Background: an optimization exercise with open tools, aiming at small area. Do not read the settings as production practice. Only the layout flow was run in this run; the RTL was not checked for function there.

==> design.v <==
module rgb_to_ycrcb(input clk,
	input [7:0] r,
	input [7:0] g,
	input [7:0] b,
	output [7:0] y,
	output [7:0] cr,
	output [7:0] cb);
reg w1_134;
reg w1_135;
reg w1_136;
reg w1_137;
reg w1_138;
reg w1_139;
reg w1_140;
reg w1_141;
reg w1_142;
reg w1_143;
reg wc1_144;
reg wc1_145;
reg wc1_146;
reg r1_147;
reg r1_148;
reg r1_149;
reg r1_150;
reg r1_151;
reg r1_152;
reg r1_153;
reg r1_154;
reg b1_155;
reg b1_156;
reg b1_157;
reg b1_158;
reg b1_159;
reg b1_160;
reg b1_161;
reg b1_162;
reg g1_163;
reg g1_164;
reg g1_165;
reg g1_166;
reg y2_262;
reg y2_263;
reg y2_264;
reg y2_265;
reg y2_266;
reg y2_267;
reg y2_268;
reg y2_269;
reg d2_406;
reg d2_407;
reg d2_408;
reg d2_409;
reg d2_410;
reg d2_411;
reg d2_412;
reg d2_413;
reg d2_414;
reg d2_c425;
reg d2_c426;
reg e2_476;
reg e2_477;
reg e2_478;
reg e2_479;
reg e2_480;
reg e2_481;
reg e2_482;
reg e2_483;
reg e2_c485;
reg cr3_506;
reg cr3_507;
reg cr3_508;
reg cr3_509;
reg cr3_510;
reg cr3_511;
reg cr3_512;
reg cr3_513;
reg cb3_514;
reg cb3_515;
reg cb3_516;
reg cb3_517;
reg cb3_518;
reg cb3_519;
reg cb3_520;
reg cb3_521;
reg y3_522;
reg y3_523;
reg y3_524;
reg y3_525;
reg y3_526;
reg y3_527;
reg y3_528;
reg y3_529;
wire s1;
wire c2;
wire s3;
wire c4;
wire s5;
wire c6;
wire s7;
wire c8;
wire s9;
wire c10;
wire s11;
wire c12;
wire s13;
wire c14;
wire s15;
wire c16;
wire s17;
wire c18;
wire s19;
wire c20;
wire s21;
wire c22;
wire s23;
wire c24;
wire s25;
wire c26;
wire s27;
wire c28;
wire s29;
wire c30;
wire s31;
wire c32;
wire s33;
wire c34;
wire s35;
wire c36;
wire s37;
wire c38;
wire s39;
wire c40;
wire s41;
wire c42;
wire s43;
wire c44;
wire s45;
wire c46;
wire s47;
wire c48;
wire s49;
wire c50;
wire s51;
wire c52;
wire s53;
wire c54;
wire s55;
wire c56;
wire s57;
wire c58;
wire s59;
wire c60;
wire s61;
wire c62;
wire s63;
wire c64;
wire s65;
wire c66;
wire s67;
wire c68;
wire s69;
wire c70;
wire s71;
wire c72;
wire s73;
wire c74;
wire s75;
wire c76;
wire s77;
wire c78;
wire s79;
wire c80;
wire s81;
wire c82;
wire s83;
wire c84;
wire s85;
wire c86;
wire s87;
wire c88;
wire s89;
wire c90;
wire s91;
wire c92;
wire s93;
wire c94;
wire s95;
wire c96;
wire s97;
wire c98;
wire s99;
wire c100;
wire s101;
wire c102;
wire q103;
wire q104;
wire q105;
wire q106;
wire q107;
wire g108;
wire q109;
wire g110;
wire q111;
wire g112;
wire q113;
wire q114;
wire g115;
wire q116;
wire g117;
wire q118;
wire o119;
wire o120;
wire o121;
wire o122;
wire o123;
wire i124;
wire i125;
wire i126;
wire i127;
wire i128;
wire i129;
wire i130;
wire i131;
wire i132;
wire i133;
wire s167;
wire c168;
wire s169;
wire c170;
wire s171;
wire c172;
wire s173;
wire c174;
wire s175;
wire c176;
wire s177;
wire c178;
wire s179;
wire c180;
wire s181;
wire c182;
wire s183;
wire c184;
wire s185;
wire c186;
wire s187;
wire c188;
wire i189;
wire i190;
wire i191;
wire i192;
wire i193;
wire i194;
wire i195;
wire i196;
wire i197;
wire i198;
wire i199;
wire i200;
wire i201;
wire i202;
wire i203;
wire i204;
wire l205;
wire o206;
wire l207;
wire o208;
wire l209;
wire o210;
wire l211;
wire o212;
wire l213;
wire o214;
wire l215;
wire o216;
wire z217;
wire s218;
wire c219;
wire s220;
wire c221;
wire s222;
wire c223;
wire s224;
wire c225;
wire s226;
wire c227;
wire s228;
wire c229;
wire s230;
wire c231;
wire s232;
wire c233;
wire s234;
wire c235;
wire s236;
wire c237;
wire s238;
wire c239;
wire s240;
wire c241;
wire s242;
wire c243;
wire s244;
wire c245;
wire s246;
wire c247;
wire s248;
wire c249;
wire s250;
wire c251;
wire s252;
wire c253;
wire y254;
wire y255;
wire y256;
wire y257;
wire y258;
wire y259;
wire y260;
wire y261;
wire i270;
wire i271;
wire i272;
wire i273;
wire i274;
wire i275;
wire i276;
wire i277;
wire i278;
wire i279;
wire i280;
wire i281;
wire i282;
wire i283;
wire i284;
wire i285;
wire s286;
wire c287;
wire s288;
wire c289;
wire s290;
wire c291;
wire s292;
wire c293;
wire s294;
wire c295;
wire s296;
wire c297;
wire s298;
wire c299;
wire s300;
wire c301;
wire s302;
wire c303;
wire s304;
wire c305;
wire s306;
wire c307;
wire s308;
wire c309;
wire s310;
wire c311;
wire s312;
wire c313;
wire s314;
wire c315;
wire s316;
wire c317;
wire s318;
wire c319;
wire s320;
wire c321;
wire s322;
wire c323;
wire p324;
wire p325;
wire p326;
wire p327;
wire p328;
wire p329;
wire p330;
wire p331;
wire p332;
wire p333;
wire p334;
wire p335;
wire p336;
wire p337;
wire p338;
wire p339;
wire p340;
wire p341;
wire p342;
wire p343;
wire p344;
wire p345;
wire p346;
wire p347;
wire p348;
wire p349;
wire s350;
wire c351;
wire g352;
wire q353;
wire g354;
wire q355;
wire g356;
wire q357;
wire g358;
wire q359;
wire g360;
wire q361;
wire g362;
wire q363;
wire g364;
wire q365;
wire g366;
wire q367;
wire g368;
wire q369;
wire g370;
wire q371;
wire g372;
wire q373;
wire g374;
wire q375;
wire g376;
wire q377;
wire g378;
wire q379;
wire g380;
wire q381;
wire g382;
wire q383;
wire g384;
wire q385;
wire g386;
wire q387;
wire g388;
wire q389;
wire g390;
wire q391;
wire g392;
wire q393;
wire g394;
wire q395;
wire o396;
wire o397;
wire c398;
wire c399;
wire c400;
wire c401;
wire c402;
wire c403;
wire c404;
wire c405;
wire i415;
wire i416;
wire i417;
wire i418;
wire i419;
wire i420;
wire i421;
wire i422;
wire i423;
wire i424;
wire s427;
wire c428;
wire s429;
wire c430;
wire s431;
wire c432;
wire s433;
wire c434;
wire s435;
wire c436;
wire i437;
wire s438;
wire c439;
wire s440;
wire c441;
wire s442;
wire c443;
wire i444;
wire s445;
wire c446;
wire s447;
wire c448;
wire s449;
wire c450;
wire s451;
wire c452;
wire s453;
wire c454;
wire s455;
wire c456;
wire s457;
wire c458;
wire s459;
wire c460;
wire s461;
wire c462;
wire s463;
wire c464;
wire s465;
wire c466;
wire q467;
wire q468;
wire g469;
wire q470;
wire g471;
wire q472;
wire o473;
wire o474;
wire o475;
wire i484;
wire s486;
wire c487;
wire s488;
wire c489;
wire s490;
wire c491;
wire s492;
wire c493;
wire s494;
wire c495;
wire i496;
wire s497;
wire c498;
wire i499;
wire s500;
wire c501;
wire i502;
wire s503;
wire c504;
wire i505;
add3 u_s1 (.a(r[0]), .b(g[1]), .c(g[0]), .s(s1), .co(c2));
add2 u_s3 (.a(b[0]), .b(s1), .s(s3), .co(c4));
add3 u_s5 (.a(r[1]), .b(r[0]), .c(g[2]), .s(s5), .co(c6));
add3 u_s7 (.a(g[1]), .b(b[1]), .c(c2), .s(s7), .co(c8));
add3 u_s9 (.a(s5), .b(c4), .c(s7), .s(s9), .co(c10));
add3 u_s11 (.a(r[2]), .b(r[1]), .c(g[3]), .s(s11), .co(c12));
add3 u_s13 (.a(g[2]), .b(g[0]), .c(b[2]), .s(s13), .co(c14));
add3 u_s15 (.a(c6), .b(s11), .c(s13), .s(s15), .co(c16));
add3 u_s17 (.a(c8), .b(s15), .c(c10), .s(s17), .co(c18));
add3 u_s19 (.a(r[3]), .b(r[2]), .c(g[4]), .s(s19), .co(c20));
add3 u_s21 (.a(g[3]), .b(g[1]), .c(b[3]), .s(s21), .co(c22));
add3 u_s23 (.a(b[0]), .b(c12), .c(c14), .s(s23), .co(c24));
add3 u_s25 (.a(s19), .b(s21), .c(c16), .s(s25), .co(c26));
add3 u_s27 (.a(s23), .b(s25), .c(c18), .s(s27), .co(c28));
add3 u_s29 (.a(r[4]), .b(r[3]), .c(r[0]), .s(s29), .co(c30));
add3 u_s31 (.a(g[5]), .b(g[4]), .c(g[2]), .s(s31), .co(c32));
add3 u_s33 (.a(b[4]), .b(b[1]), .c(c20), .s(s33), .co(c34));
add3 u_s35 (.a(c22), .b(s29), .c(s31), .s(s35), .co(c36));
add3 u_s37 (.a(c24), .b(s33), .c(s35), .s(s37), .co(c38));
add3 u_s39 (.a(c26), .b(s37), .c(c28), .s(s39), .co(c40));
add3 u_s41 (.a(r[5]), .b(r[4]), .c(r[1]), .s(s41), .co(c42));
add3 u_s43 (.a(g[6]), .b(g[5]), .c(g[3]), .s(s43), .co(c44));
add3 u_s45 (.a(g[0]), .b(b[5]), .c(b[2]), .s(s45), .co(c46));
add3 u_s47 (.a(c30), .b(c32), .c(s41), .s(s47), .co(c48));
add3 u_s49 (.a(s43), .b(s45), .c(c34), .s(s49), .co(c50));
add3 u_s51 (.a(c36), .b(s47), .c(s49), .s(s51), .co(c52));
add3 u_s53 (.a(c38), .b(s51), .c(c40), .s(s53), .co(c54));
add3 u_s55 (.a(r[6]), .b(r[5]), .c(r[2]), .s(s55), .co(c56));
add3 u_s57 (.a(g[7]), .b(g[6]), .c(g[4]), .s(s57), .co(c58));
add3 u_s59 (.a(g[1]), .b(b[6]), .c(b[3]), .s(s59), .co(c60));
add3 u_s61 (.a(c42), .b(c44), .c(c46), .s(s61), .co(c62));
add3 u_s63 (.a(s55), .b(s57), .c(s59), .s(s63), .co(c64));
add3 u_s65 (.a(c48), .b(s61), .c(s63), .s(s65), .co(c66));
add3 u_s67 (.a(c50), .b(s65), .c(c52), .s(s67), .co(c68));
add3 u_s69 (.a(r[7]), .b(r[6]), .c(r[3]), .s(s69), .co(c70));
add3 u_s71 (.a(g[7]), .b(g[5]), .c(g[2]), .s(s71), .co(c72));
add3 u_s73 (.a(b[7]), .b(b[4]), .c(c56), .s(s73), .co(c74));
add3 u_s75 (.a(c58), .b(c60), .c(s69), .s(s75), .co(c76));
add3 u_s77 (.a(s71), .b(c62), .c(c64), .s(s77), .co(c78));
add3 u_s79 (.a(s73), .b(s75), .c(c66), .s(s79), .co(c80));
add3 u_s81 (.a(s77), .b(s79), .c(c68), .s(s81), .co(c82));
add3 u_s83 (.a(r[7]), .b(r[4]), .c(g[6]), .s(s83), .co(c84));
add3 u_s85 (.a(g[3]), .b(b[5]), .c(c70), .s(s85), .co(c86));
add3 u_s87 (.a(c72), .b(s83), .c(c74), .s(s87), .co(c88));
add3 u_s89 (.a(c76), .b(s85), .c(c78), .s(s89), .co(c90));
add3 u_s91 (.a(s87), .b(c80), .c(s89), .s(s91), .co(c92));
add3 u_s93 (.a(c84), .b(c86), .c(c88), .s(s93), .co(c94));
add3 u_s95 (.a(c90), .b(s93), .c(c92), .s(s95), .co(c96));
add2 u_s97 (.a(c54), .b(s67), .s(s97), .co(c98));
add2 u_s99 (.a(c82), .b(s91), .s(s99), .co(c100));
add2 u_s101 (.a(c94), .b(c96), .s(s101), .co(c102));
assign q103 = s39 & s27;
assign q104 = s97 & s53;
assign q105 = s99 & s81;
assign q106 = s101 & s95;
assign q107 = q104 & q103;
assign g108 = c102 | (q106 & c100);
assign q109 = q106 & q105;
assign g110 = g108 | (q109 & c98);
assign q111 = q109 & q107;
assign g112 = c100 | (q105 & c98);
assign q113 = q105 & q107;
assign q114 = s53 & q103;
assign g115 = 1'b0 | (s81 & c98);
assign q116 = s81 & q107;
assign g117 = 1'b0 | (s95 & g112);
assign q118 = s95 & q113;
assign o119 = s81 ^ c98;
assign o120 = s99 ^ g115;
assign o121 = s95 ^ g112;
assign o122 = s101 ^ g117;
assign o123 = 1'b0 ^ g110;
assign i124 = ~g[0];
assign i125 = ~s3;
assign i126 = ~s9;
assign i127 = ~s17;
assign i128 = ~s27;
assign i129 = ~s39;
assign i130 = ~s53;
assign i131 = ~s97;
assign i132 = ~o119;
assign i133 = ~o120;
always @(posedge clk) w1_134 <= i124;
always @(posedge clk) w1_135 <= i125;
always @(posedge clk) w1_136 <= i126;
always @(posedge clk) w1_137 <= i127;
always @(posedge clk) w1_138 <= i128;
always @(posedge clk) w1_139 <= i129;
always @(posedge clk) w1_140 <= i130;
always @(posedge clk) w1_141 <= i131;
always @(posedge clk) w1_142 <= i132;
always @(posedge clk) w1_143 <= i133;
always @(posedge clk) wc1_144 <= o121;
always @(posedge clk) wc1_145 <= o122;
always @(posedge clk) wc1_146 <= o123;
always @(posedge clk) r1_147 <= r[0];
always @(posedge clk) r1_148 <= r[1];
always @(posedge clk) r1_149 <= r[2];
always @(posedge clk) r1_150 <= r[3];
always @(posedge clk) r1_151 <= r[4];
always @(posedge clk) r1_152 <= r[5];
always @(posedge clk) r1_153 <= r[6];
always @(posedge clk) r1_154 <= r[7];
always @(posedge clk) b1_155 <= b[0];
always @(posedge clk) b1_156 <= b[1];
always @(posedge clk) b1_157 <= b[2];
always @(posedge clk) b1_158 <= b[3];
always @(posedge clk) b1_159 <= b[4];
always @(posedge clk) b1_160 <= b[5];
always @(posedge clk) b1_161 <= b[6];
always @(posedge clk) b1_162 <= b[7];
always @(posedge clk) g1_163 <= g[7];
always @(posedge clk) g1_164 <= g[4];
always @(posedge clk) g1_165 <= g[5];
always @(posedge clk) g1_166 <= g[6];
add3 u_s167 (.a(r1_152), .b(g1_163), .c(g1_164), .s(s167), .co(c168));
add3 u_s169 (.a(b1_161), .b(wc1_144), .c(s167), .s(s169), .co(c170));
add3 u_s171 (.a(r1_153), .b(g1_165), .c(b1_162), .s(s171), .co(c172));
add3 u_s173 (.a(wc1_145), .b(c168), .c(s171), .s(s173), .co(c174));
add2 u_s175 (.a(c170), .b(s173), .s(s175), .co(c176));
add3 u_s177 (.a(r1_154), .b(g1_166), .c(wc1_146), .s(s177), .co(c178));
add3 u_s179 (.a(c172), .b(s177), .c(c174), .s(s179), .co(c180));
add2 u_s181 (.a(c176), .b(s179), .s(s181), .co(c182));
add3 u_s183 (.a(g1_163), .b(c178), .c(c180), .s(s183), .co(c184));
add2 u_s185 (.a(c182), .b(s183), .s(s185), .co(c186));
add2 u_s187 (.a(c184), .b(c186), .s(s187), .co(c188));
assign i189 = ~w1_134;
assign i190 = ~w1_135;
assign i191 = ~w1_136;
assign i192 = ~w1_137;
assign i193 = ~w1_138;
assign i194 = ~w1_139;
assign i195 = ~w1_140;
assign i196 = ~w1_141;
assign i197 = ~w1_142;
assign i198 = ~w1_143;
assign i199 = ~s169;
assign i200 = ~s175;
assign i201 = ~s181;
assign i202 = ~s185;
assign i203 = ~s187;
assign i204 = ~c188;
assign l205 = i190 ^ i189;
assign o206 = i190 | i189;
assign l207 = i191 ^ o206;
assign o208 = i191 | o206;
assign l209 = i192 ^ o208;
assign o210 = i192 | o208;
assign l211 = i193 ^ o210;
assign o212 = i193 | o210;
assign l213 = i194 ^ o212;
assign o214 = i194 | o212;
assign l215 = i195 ^ o214;
assign o216 = i195 | o214;
zero7 u_z217 (.a({i195, i194, i193, i192, i191, i190, i189}), .z(z217));
add3 u_s218 (.a(r1_147), .b(w1_141), .c(z217), .s(s218), .co(c219));
add3 u_s220 (.a(r1_148), .b(w1_142), .c(c219), .s(s220), .co(c221));
add3 u_s222 (.a(r1_149), .b(w1_143), .c(c221), .s(s222), .co(c223));
add3 u_s224 (.a(r1_150), .b(i199), .c(c223), .s(s224), .co(c225));
add3 u_s226 (.a(r1_151), .b(i200), .c(c225), .s(s226), .co(c227));
add3 u_s228 (.a(r1_152), .b(i201), .c(c227), .s(s228), .co(c229));
add3 u_s230 (.a(r1_153), .b(i202), .c(c229), .s(s230), .co(c231));
add3 u_s232 (.a(r1_154), .b(i203), .c(c231), .s(s232), .co(c233));
add2 u_s234 (.a(i204), .b(c233), .s(s234), .co(c235));
add3 u_s236 (.a(b1_155), .b(w1_141), .c(z217), .s(s236), .co(c237));
add3 u_s238 (.a(b1_156), .b(w1_142), .c(c237), .s(s238), .co(c239));
add3 u_s240 (.a(b1_157), .b(w1_143), .c(c239), .s(s240), .co(c241));
add3 u_s242 (.a(b1_158), .b(i199), .c(c241), .s(s242), .co(c243));
add3 u_s244 (.a(b1_159), .b(i200), .c(c243), .s(s244), .co(c245));
add3 u_s246 (.a(b1_160), .b(i201), .c(c245), .s(s246), .co(c247));
add3 u_s248 (.a(b1_161), .b(i202), .c(c247), .s(s248), .co(c249));
add3 u_s250 (.a(b1_162), .b(i203), .c(c249), .s(s250), .co(c251));
add2 u_s252 (.a(i204), .b(c251), .s(s252), .co(c253));
assign y254 = i196 | c188;
assign y255 = i197 | c188;
assign y256 = i198 | c188;
assign y257 = s169 | c188;
assign y258 = s175 | c188;
assign y259 = s181 | c188;
assign y260 = s185 | c188;
assign y261 = s187 | c188;
always @(posedge clk) y2_262 <= y254;
always @(posedge clk) y2_263 <= y255;
always @(posedge clk) y2_264 <= y256;
always @(posedge clk) y2_265 <= y257;
always @(posedge clk) y2_266 <= y258;
always @(posedge clk) y2_267 <= y259;
always @(posedge clk) y2_268 <= y260;
always @(posedge clk) y2_269 <= y261;
assign i270 = ~s234;
assign i271 = ~l205;
assign i272 = ~l207;
assign i273 = ~l209;
assign i274 = ~l211;
assign i275 = ~l213;
assign i276 = ~l215;
assign i277 = ~s218;
assign i278 = ~s220;
assign i279 = ~s222;
assign i280 = ~s224;
assign i281 = ~s226;
assign i282 = ~s228;
assign i283 = ~s230;
assign i284 = ~s232;
assign i285 = ~s252;
add2 u_s286 (.a(i271), .b(i274), .s(s286), .co(c287));
add3 u_s288 (.a(i189), .b(i272), .c(i275), .s(s288), .co(c289));
add3 u_s290 (.a(l205), .b(i273), .c(i276), .s(s290), .co(c291));
add3 u_s292 (.a(l207), .b(i274), .c(i277), .s(s292), .co(c293));
add3 u_s294 (.a(l209), .b(i275), .c(i278), .s(s294), .co(c295));
add3 u_s296 (.a(l211), .b(i276), .c(i279), .s(s296), .co(c297));
add3 u_s298 (.a(l213), .b(i277), .c(i280), .s(s298), .co(c299));
add3 u_s300 (.a(l215), .b(i278), .c(i281), .s(s300), .co(c301));
add2 u_s302 (.a(i271), .b(i273), .s(s302), .co(c303));
add2 u_s304 (.a(i272), .b(i274), .s(s304), .co(c305));
add3 u_s306 (.a(i189), .b(i273), .c(i275), .s(s306), .co(c307));
add3 u_s308 (.a(w1_134), .b(s286), .c(i276), .s(s308), .co(c309));
add3 u_s310 (.a(i277), .b(c287), .c(s288), .s(s310), .co(c311));
add3 u_s312 (.a(i278), .b(c289), .c(s290), .s(s312), .co(c313));
add3 u_s314 (.a(s292), .b(c291), .c(i279), .s(s314), .co(c315));
add3 u_s316 (.a(c293), .b(s294), .c(i280), .s(s316), .co(c317));
add3 u_s318 (.a(c295), .b(s296), .c(i281), .s(s318), .co(c319));
add3 u_s320 (.a(c297), .b(s298), .c(i282), .s(s320), .co(c321));
add3 u_s322 (.a(c299), .b(s300), .c(i283), .s(s322), .co(c323));
assign p324 = 1'b1 & w1_134;
assign p325 = 1'b1 | w1_134;
assign p326 = i272 & i189;
assign p327 = i272 | i189;
assign p328 = s302 & w1_134;
assign p329 = s302 | w1_134;
assign p330 = s304 & c303;
assign p331 = s304 | c303;
assign p332 = s306 & c305;
assign p333 = s306 | c305;
assign p334 = s308 & c307;
assign p335 = s308 | c307;
assign p336 = s310 & c309;
assign p337 = s310 | c309;
assign p338 = s312 & c311;
assign p339 = s312 | c311;
assign p340 = s314 & c313;
assign p341 = s314 | c313;
assign p342 = s316 & c315;
assign p343 = s316 | c315;
assign p344 = s318 & c317;
assign p345 = s318 | c317;
assign p346 = s320 & c319;
assign p347 = s320 | c319;
assign p348 = s322 & c321;
assign p349 = s322 | c321;
add2 u_s350 (.a(c301), .b(c323), .s(s350), .co(c351));
assign g352 = 1'b0 | (i271 & p324);
assign q353 = i271 & p325;
assign g354 = p328 | (p329 & p326);
assign q355 = p329 & p327;
assign g356 = p332 | (p333 & p330);
assign q357 = p333 & p331;
assign g358 = p336 | (p337 & p334);
assign q359 = p337 & p335;
assign g360 = p340 | (p341 & p338);
assign q361 = p341 & p339;
assign g362 = p344 | (p345 & p342);
assign q363 = p345 & p343;
assign g364 = p348 | (p349 & p346);
assign q365 = p349 & p347;
assign g366 = g354 | (q355 & g352);
assign q367 = q355 & q353;
assign g368 = g358 | (q359 & g356);
assign q369 = q359 & q357;
assign g370 = g362 | (q363 & g360);
assign q371 = q363 & q361;
assign g372 = g368 | (q369 & g366);
assign q373 = q369 & q367;
assign g374 = g370 | (q371 & g372);
assign q375 = q371 & q373;
assign g376 = g356 | (q357 & g366);
assign q377 = q357 & q367;
assign g378 = g360 | (q361 & g372);
assign q379 = q361 & q373;
assign g380 = g364 | (q365 & g374);
assign q381 = q365 & q375;
assign g382 = p326 | (p327 & g352);
assign q383 = p327 & q353;
assign g384 = p330 | (p331 & g366);
assign q385 = p331 & q367;
assign g386 = p334 | (p335 & g376);
assign q387 = p335 & q377;
assign g388 = p338 | (p339 & g372);
assign q389 = p339 & q373;
assign g390 = p342 | (p343 & g378);
assign q391 = p343 & q379;
assign g392 = p346 | (p347 & g374);
assign q393 = p347 & q375;
assign g394 = c351 | (s350 & g380);
assign q395 = s350 & q381;
assign o396 = s350 ^ g380;
assign o397 = 1'b0 ^ g394;
assign c398 = i189 & l209;
assign c399 = (l205 & c398) | (l205 & l211) | (c398 & l211);
assign c400 = (l207 & l213) | (l207 & c399) | (l213 & c399);
assign c401 = (l209 & l215) | (l209 & c400) | (l215 & c400);
assign c402 = (l211 & s236) | (l211 & c401) | (s236 & c401);
assign c403 = (l213 & s238) | (l213 & c402) | (s238 & c402);
assign c404 = (l215 & s240) | (l215 & c403) | (s240 & c403);
assign c405 = (s236 & s242) | (s236 & c404) | (s242 & c404);
always @(posedge clk) d2_406 <= s218;
always @(posedge clk) d2_407 <= s220;
always @(posedge clk) d2_408 <= s222;
always @(posedge clk) d2_409 <= s224;
always @(posedge clk) d2_410 <= s226;
always @(posedge clk) d2_411 <= s228;
always @(posedge clk) d2_412 <= s230;
always @(posedge clk) d2_413 <= s232;
always @(posedge clk) d2_414 <= s234;
assign i415 = ~d2_414;
assign i416 = ~1'b0;
assign i417 = ~d2_406;
assign i418 = ~d2_407;
assign i419 = ~d2_408;
assign i420 = ~d2_409;
assign i421 = ~d2_410;
assign i422 = ~d2_411;
assign i423 = ~d2_412;
assign i424 = ~d2_413;
always @(posedge clk) d2_c425 <= o396;
always @(posedge clk) d2_c426 <= o397;
add3 u_s427 (.a(d2_406), .b(d2_c425), .c(i419), .s(s427), .co(c428));
add3 u_s429 (.a(i422), .b(i424), .c(s427), .s(s429), .co(c430));
add3 u_s431 (.a(d2_407), .b(d2_414), .c(d2_c426), .s(s431), .co(c432));
add3 u_s433 (.a(i420), .b(i423), .c(c428), .s(s433), .co(c434));
add3 u_s435 (.a(s431), .b(c430), .c(s433), .s(s435), .co(c436));
assign i437 = ~s435;
add3 u_s438 (.a(d2_408), .b(i421), .c(i424), .s(s438), .co(c439));
add3 u_s440 (.a(c432), .b(s438), .c(c434), .s(s440), .co(c441));
add3 u_s442 (.a(s440), .b(c436), .c(s435), .s(s442), .co(c443));
assign i444 = ~s442;
add3 u_s445 (.a(d2_409), .b(d2_414), .c(i422), .s(s445), .co(c446));
add3 u_s447 (.a(c439), .b(s445), .c(c441), .s(s447), .co(c448));
add3 u_s449 (.a(s447), .b(c443), .c(s442), .s(s449), .co(c450));
xnor2m u_s451 (.a(d2_410), .b(i423), .y(s451));
or2m u_c452 (.a(d2_410), .b(i423), .y(c452));
add3 u_s453 (.a(s451), .b(c446), .c(c448), .s(s453), .co(c454));
xnor2m u_s455 (.a(d2_411), .b(i424), .y(s455));
or2m u_c456 (.a(d2_411), .b(i424), .y(c456));
add3 u_s457 (.a(c452), .b(s455), .c(c454), .s(s457), .co(c458));
add3 u_s459 (.a(d2_412), .b(d2_414), .c(c456), .s(s459), .co(c460));
add2 u_s461 (.a(c450), .b(s453), .s(s461), .co(c462));
add2 u_s463 (.a(c458), .b(s459), .s(s463), .co(c464));
add2 u_s465 (.a(d2_413), .b(c460), .s(s465), .co(c466));
assign q467 = s461 & s449;
assign q468 = s463 & s457;
assign g469 = c464 | (q468 & c462);
assign q470 = q468 & q467;
assign g471 = 1'b0 | (s457 & c462);
assign q472 = s457 & q467;
assign o473 = s457 ^ c462;
assign o474 = s463 ^ g471;
assign o475 = s465 ^ g469;
always @(posedge clk) e2_476 <= s238;
always @(posedge clk) e2_477 <= s240;
always @(posedge clk) e2_478 <= s242;
always @(posedge clk) e2_479 <= s244;
always @(posedge clk) e2_480 <= s246;
always @(posedge clk) e2_481 <= s248;
always @(posedge clk) e2_482 <= s250;
always @(posedge clk) e2_483 <= s252;
assign i484 = ~e2_483;
always @(posedge clk) e2_c485 <= c405;
add3 u_s486 (.a(e2_476), .b(e2_479), .c(e2_c485), .s(s486), .co(c487));
add3 u_s488 (.a(e2_477), .b(e2_480), .c(c487), .s(s488), .co(c489));
add3 u_s490 (.a(e2_478), .b(e2_481), .c(c489), .s(s490), .co(c491));
add3 u_s492 (.a(e2_479), .b(e2_482), .c(c491), .s(s492), .co(c493));
add3 u_s494 (.a(e2_480), .b(i484), .c(c493), .s(s494), .co(c495));
assign i496 = ~s494;
add3 u_s497 (.a(e2_481), .b(c495), .c(s494), .s(s497), .co(c498));
assign i499 = ~s497;
add3 u_s500 (.a(e2_482), .b(c498), .c(s497), .s(s500), .co(c501));
assign i502 = ~s500;
add3 u_s503 (.a(i484), .b(c501), .c(s500), .s(s503), .co(c504));
assign i505 = ~s503;
always @(posedge clk) cr3_506 <= s429;
always @(posedge clk) cr3_507 <= i437;
always @(posedge clk) cr3_508 <= i444;
always @(posedge clk) cr3_509 <= s449;
always @(posedge clk) cr3_510 <= s461;
always @(posedge clk) cr3_511 <= o473;
always @(posedge clk) cr3_512 <= o474;
always @(posedge clk) cr3_513 <= o475;
always @(posedge clk) cb3_514 <= s486;
always @(posedge clk) cb3_515 <= s488;
always @(posedge clk) cb3_516 <= s490;
always @(posedge clk) cb3_517 <= s492;
always @(posedge clk) cb3_518 <= i496;
always @(posedge clk) cb3_519 <= i499;
always @(posedge clk) cb3_520 <= i502;
always @(posedge clk) cb3_521 <= i505;
always @(posedge clk) y3_522 <= y2_262;
always @(posedge clk) y3_523 <= y2_263;
always @(posedge clk) y3_524 <= y2_264;
always @(posedge clk) y3_525 <= y2_265;
always @(posedge clk) y3_526 <= y2_266;
always @(posedge clk) y3_527 <= y2_267;
always @(posedge clk) y3_528 <= y2_268;
always @(posedge clk) y3_529 <= y2_269;
assign y = {y3_529, y3_528, y3_527, y3_526, y3_525, y3_524, y3_523, y3_522};
assign cr = {cr3_513, cr3_512, cr3_511, cr3_510, cr3_509, cr3_508, cr3_507, cr3_506};
assign cb = {cb3_521, cb3_520, cb3_519, cb3_518, cb3_517, cb3_516, cb3_515, cb3_514};
endmodule
module add3(input a, input b, input c, output s, output co);
assign s = a ^ b ^ c;
assign co = (a & b) | (a & c) | (b & c);
endmodule
module zero7(input [6:0] a, output z);
assign z = ~(|a);
endmodule
module xnor2m(input a, input b, output y);
assign y = ~(a ^ b);
endmodule
module or2m(input a, input b, output y);
assign y = a | b;
endmodule
module add2(input a, input b, output s, output co);
assign s = a ^ b;
assign co = a & b;
endmodule
==> flow/run.sh <==
#!/bin/bash
bash standard.sh "BUFFER_PORTS_ARGS=-buffer_cell sky130_fd_sc_hd__buf_1" \
  "CTS_ARGS=-sink_clustering_enable -repair_clock_nets -dont_use_dummy_load -buf_list {sky130_fd_sc_hd__clkbuf_4 sky130_fd_sc_hd__clkbuf_8} -sink_clustering_size 20" \
  finish > standard.log 2>&1
==> standard.sh <==
#!/bin/bash
# synth_recipe.tcl (not shown) runs the flow's synth.tcl, then flattens the netlist and writes it again
# the make line also repeats each setting of config.mk as NAME=value (left out here)
make -C /OpenROAD-flow-scripts/flow DESIGN_CONFIG=/design/flow/config.mk WORK_HOME=/design/flow/orfs CLKGATE_MAP_FILE= SYNTH_SCRIPT=/design/flow/synth_recipe.tcl "${@:-finish}"
==> config.mk <==
export PLATFORM = sky130hd
export DESIGN_NAME = rgb_to_ycrcb
export DESIGN_NICKNAME = rgb_to_ycrcb
export VERILOG_FILES = /design/flow/design.v
export SDC_FILE = /design/flow/constraint.sdc
export NUM_CORES = 4
export LEC_CHECK = 0
export CAP_MARGIN = 20
export CORE_MARGIN = 2
export CORE_UTILIZATION = 70
export PLACE_DENSITY = 0.8
export SLEW_MARGIN = 20
export SYNTH_HIERARCHICAL = 1
export SYNTH_MINIMUM_KEEP_SIZE = 0
==> constraint.sdc <==
create_clock -name core_clock -period 5.0 [get_ports {clk}]
set_input_delay 1.0000 -clock core_clock [delete_from_list [all_inputs] [get_ports {clk}]]
set_output_delay 1.0000 -clock core_clock [all_outputs]
set_load 0.01 [all_outputs]
==> results.json <==
{
  "outcome": "complete, no violations",
  "yosysMostFrequentCell": "fa_1",
  "grt_use_met3": 0.0504,
  "syn_nets": 513,
  "stdcell_count": 491,
  "synth.area.mux_share": 0,
  "crit_start": "w1_140",
  "finish.instance_area_um2": 5320,
  "place.port_buffers": 48,
  "min_path_type": "reg -> reg",
  "finClkSkew_ns": 0.0308,
  "finalHoldViolCount": 0,
  "drt_first_pass_iters": 4,
  "synth-xor-area-share": 0.0193,
  "setup_viol": 0,
  "htreeDepth": 3,
  "core_area_um2": 6870,
  "drive_gt1_frac": 0.0861,
  "ys_ff_latch": 85,
  "fill_cells": 415,
  "start_util": 0.728,
  "critical_path.endpoint": "d2_c426",
  "ff_latch_area_um2": 1700,
  "cts_tree": "yes",
  "grt_busiest_layer": "met2",
  "antenna_found_initial": 0,
  "synth-edff-count": 0,
  "crit_path_start_kind": "flop",
  "clk_pin_slew_ns": 0.07,
  "worstSetupPathType": "reg -> reg",
  "relSlewSlack": 0.682,
  "clk_latency_ns": 0.35,
  "cts.sinks": 85,
  "grt_max_degree": 16,
  "hold_ws_ns": 0.323,
  "fin_crit_ns": 4.81,
  "synth_top_area_frac": 0.432,
  "worstMarginPinSlew_ns": 0.464,
  "synth_cell_types": 38,
  "synth_top_family_by_area": "adder cells",
  "grt_overflow_total": 0,
  "slew_viol_final": 0,
  "ant_nets": 0,
  "whs_path_depth": 0,
  "cp.required_ns": 5.22,
  "hpwl_mm": 7.03,
  "die_area_um2": 7840,
  "worstSetupEndpointType": "flop",
  "hold_buffers": 0,
  "layout.nets": 556,
  "synth_area_leaders": "fa_1, dfxtp_1, ha_1",
  "multi_input_area_um2": 2950,
  "clock_tree.buffer_depth": 2,
  "reg2reg_slack_ns": 0.19,
  "numCtsBuffers": 9,
  "grt_pass1_wl_mm": 14.0,
  "grt_setup_unrepaired": "false",
  "io_pins": 49,
  "rr_endpoint": "d2_c426",
  "root_buffer": "clkbuf_8",
  "avgSynthCellArea_um2": 14.1,
  "ys_warn_count": 7,
  "gp_congestion": 0.850,
  "die_height_um": 88.5,
  "worstPathArrival_ns": 5.03,
  "synth_compound_area_frac": 0.0448,
  "dpl_cell_area_um2": 5180,
  "post_drt_wl_per_cell_um": 16.6,
  "synth_ff_type": "dfxtp_1",
  "fin_crit_sh": 0.961,
  "grt_pass1_vias": 3016,
  "diodes": 0,
  "drc": 0,
  "vias_per_cell": 5.22,
  "clock.fmax_ghz": 0.208,
  "drt_iter0_drc": 56,
  "crit_fanout": 3,
  "chipWidth_um": 88.5,
  "wirelength_mm": 8.15,
  "fin_tns_setup_ns": 0,
  "yosys-top-cells-count": "fa_1, dfxtp_1, inv_1",
  "track_usage": 0.251,
  "synth_area_um2": 5000,
  "num_vias": 2562,
  "place_inst": 482,
  "syn2layout_area_growth_pct": 6.35,
  "synth_fa_ha_area_frac": 0.497,
  "yosys.area_share.simple": 0.0263,
  "synth_top_cell_by_area": "fa_1",
  "r2r_cells": 17,
  "num_rows": 30,
  "grtUsageMet1": 0.308,
  "grt_use_met2": 0.454,
  "async_reset_ff_frac": 0,
  "syn_inst": 354,
  "maxCapViolCount": 0,
  "rr_startpoint": "w1_140",
  "ys_seq_area_frac": 0.340
}
[per-module statistics from Yosys, one instance, submodules excluded]
module / flops+latches / cell area (um2) / cells
add2: 0 / 12.5 / 1
add3: 0 / 20.0 / 1
or2m: 0 / 6.26 / 1
rgb_to_ycrcb: 85 / 2580 / 223
xnor2m: 0 / 8.76 / 1
zero7: 0 / 20.0 / 2
[final cells by class]
| class | instances | area share |
|---|---|---|
| clock buffers | 9 | 0.0233 |
| inverters | 48 | 0.0339 |
| multi-input cells | 197 | 0.555 |
| flip-flops and latches | 85 | 0.320 |
| well taps | 96 | 0.0226 |
| repair buffers | 56 | 0.0452 |
[cell usage in the layout, fill, tap and decap left out, types with 2 or more instances in the layout]
cell and count:
a22oi_1 3, or2_1 2, a31oi_1 3, buf_1 48, xnor2_1 4, nand2_1 9, dfxtp_1 85, fa_1 105
ha_1 26, inv_1 45, xor2_1 2, inv_2 2, a21oi_1 5, a211oi_1 3, buf_4 8, nor2_1 8
o22ai_1 2, fa_2 3, clkbuf_8 9
[logic make-up (layout without fill, tap and decap cells)]
family          after synthesis  in the layout
simple gates                 26             26
flops                        85             85
buf+inv                      72            113
compound gates               29             29
xor+xnor                      8              8
fa+ha+maj                   134            134
[critical path: stages, from the launching register on]
cell     delay [ns]
dfxtp_1        0.33
inv_1          0.05
or4_1          0.11
nor4_2         0.05
fa_1           0.38
fa_1           0.40
fa_1           0.39
fa_2           0.35
fa_2           0.35
fa_1           0.38
fa_1           0.52
inv_1          0.06
fa_2           0.45
o22ai_2        0.16
nor3_1         0.08
a21o_1         0.19
ha_1           0.17
or2_2          0.29
[timing repair]
| action | CTS | global route |
|---|---|---|
| setup buffers | 0 | 0 |
| setup endpoints to repair | 0 | 2 |
| resized for setup | 0 | 4 |
[worst min-delay path by stage]
stage                     startpoint      to
after floorplan               y2_262  y3_522
after global placement        y2_263  y3_523
after detailed placement      y2_263  y3_523
after CTS                     y2_263  y3_523
after global routing          y2_263  y3_523
final                         y2_263  y3_523
[per-layer routing]
layer / part of all wire / wire [um]
met1: 0.39 / 3160
met2: 0.56 / 4530
met3: 0.038 / 312
met4: 0.017 / 136
met5: 0 / 0
[per-stage QoR]
stage / setup WS (ns) / utilization
final: 0.193 / 0.774
after global routing: 0.0120 / 0.774
after CTS: 0.0324 / 0.772
after detailed placement: 0.0722 / 0.754
after global placement: 0.162 / 0.754
after floorplan: 0.194 / -

-- separate check: timing with driven ports --
The flow's constraints put no driver on any port. The routed layout listed below was extracted and timed again, unchanged, in two steps.
Step 1 (the two cells are an assumption about what drives the block):
set clk [get_ports {clk}]
set_driving_cell -lib_cell sky130_fd_sc_hd__clkbuf_16 $clk
set_driving_cell -lib_cell sky130_fd_sc_hd__buf_2 [delete_from_list [all_inputs] $clk]
Step 2, shift: input delay + t, output delay - t, t = (earliest + latest rising clock arrival at the registers) / 2. This alone moves slack from input paths to output paths.
a / b / c = ideal ports / drivers / drivers and shift; a / b = the first two.
shift t [ns]: 0.364
slack for setup (ns): 0.193 / 0.193 / 0.107
hold WS [ns]: 0.323 / 0.323 / 0.323
slew at the worst register clock pin (ns): 0.09 / 0.09
After both steps this run still meets setup and hold. The setup slack of this run moves by 0.000 ns with the drivers and by -0.086 ns with both steps.
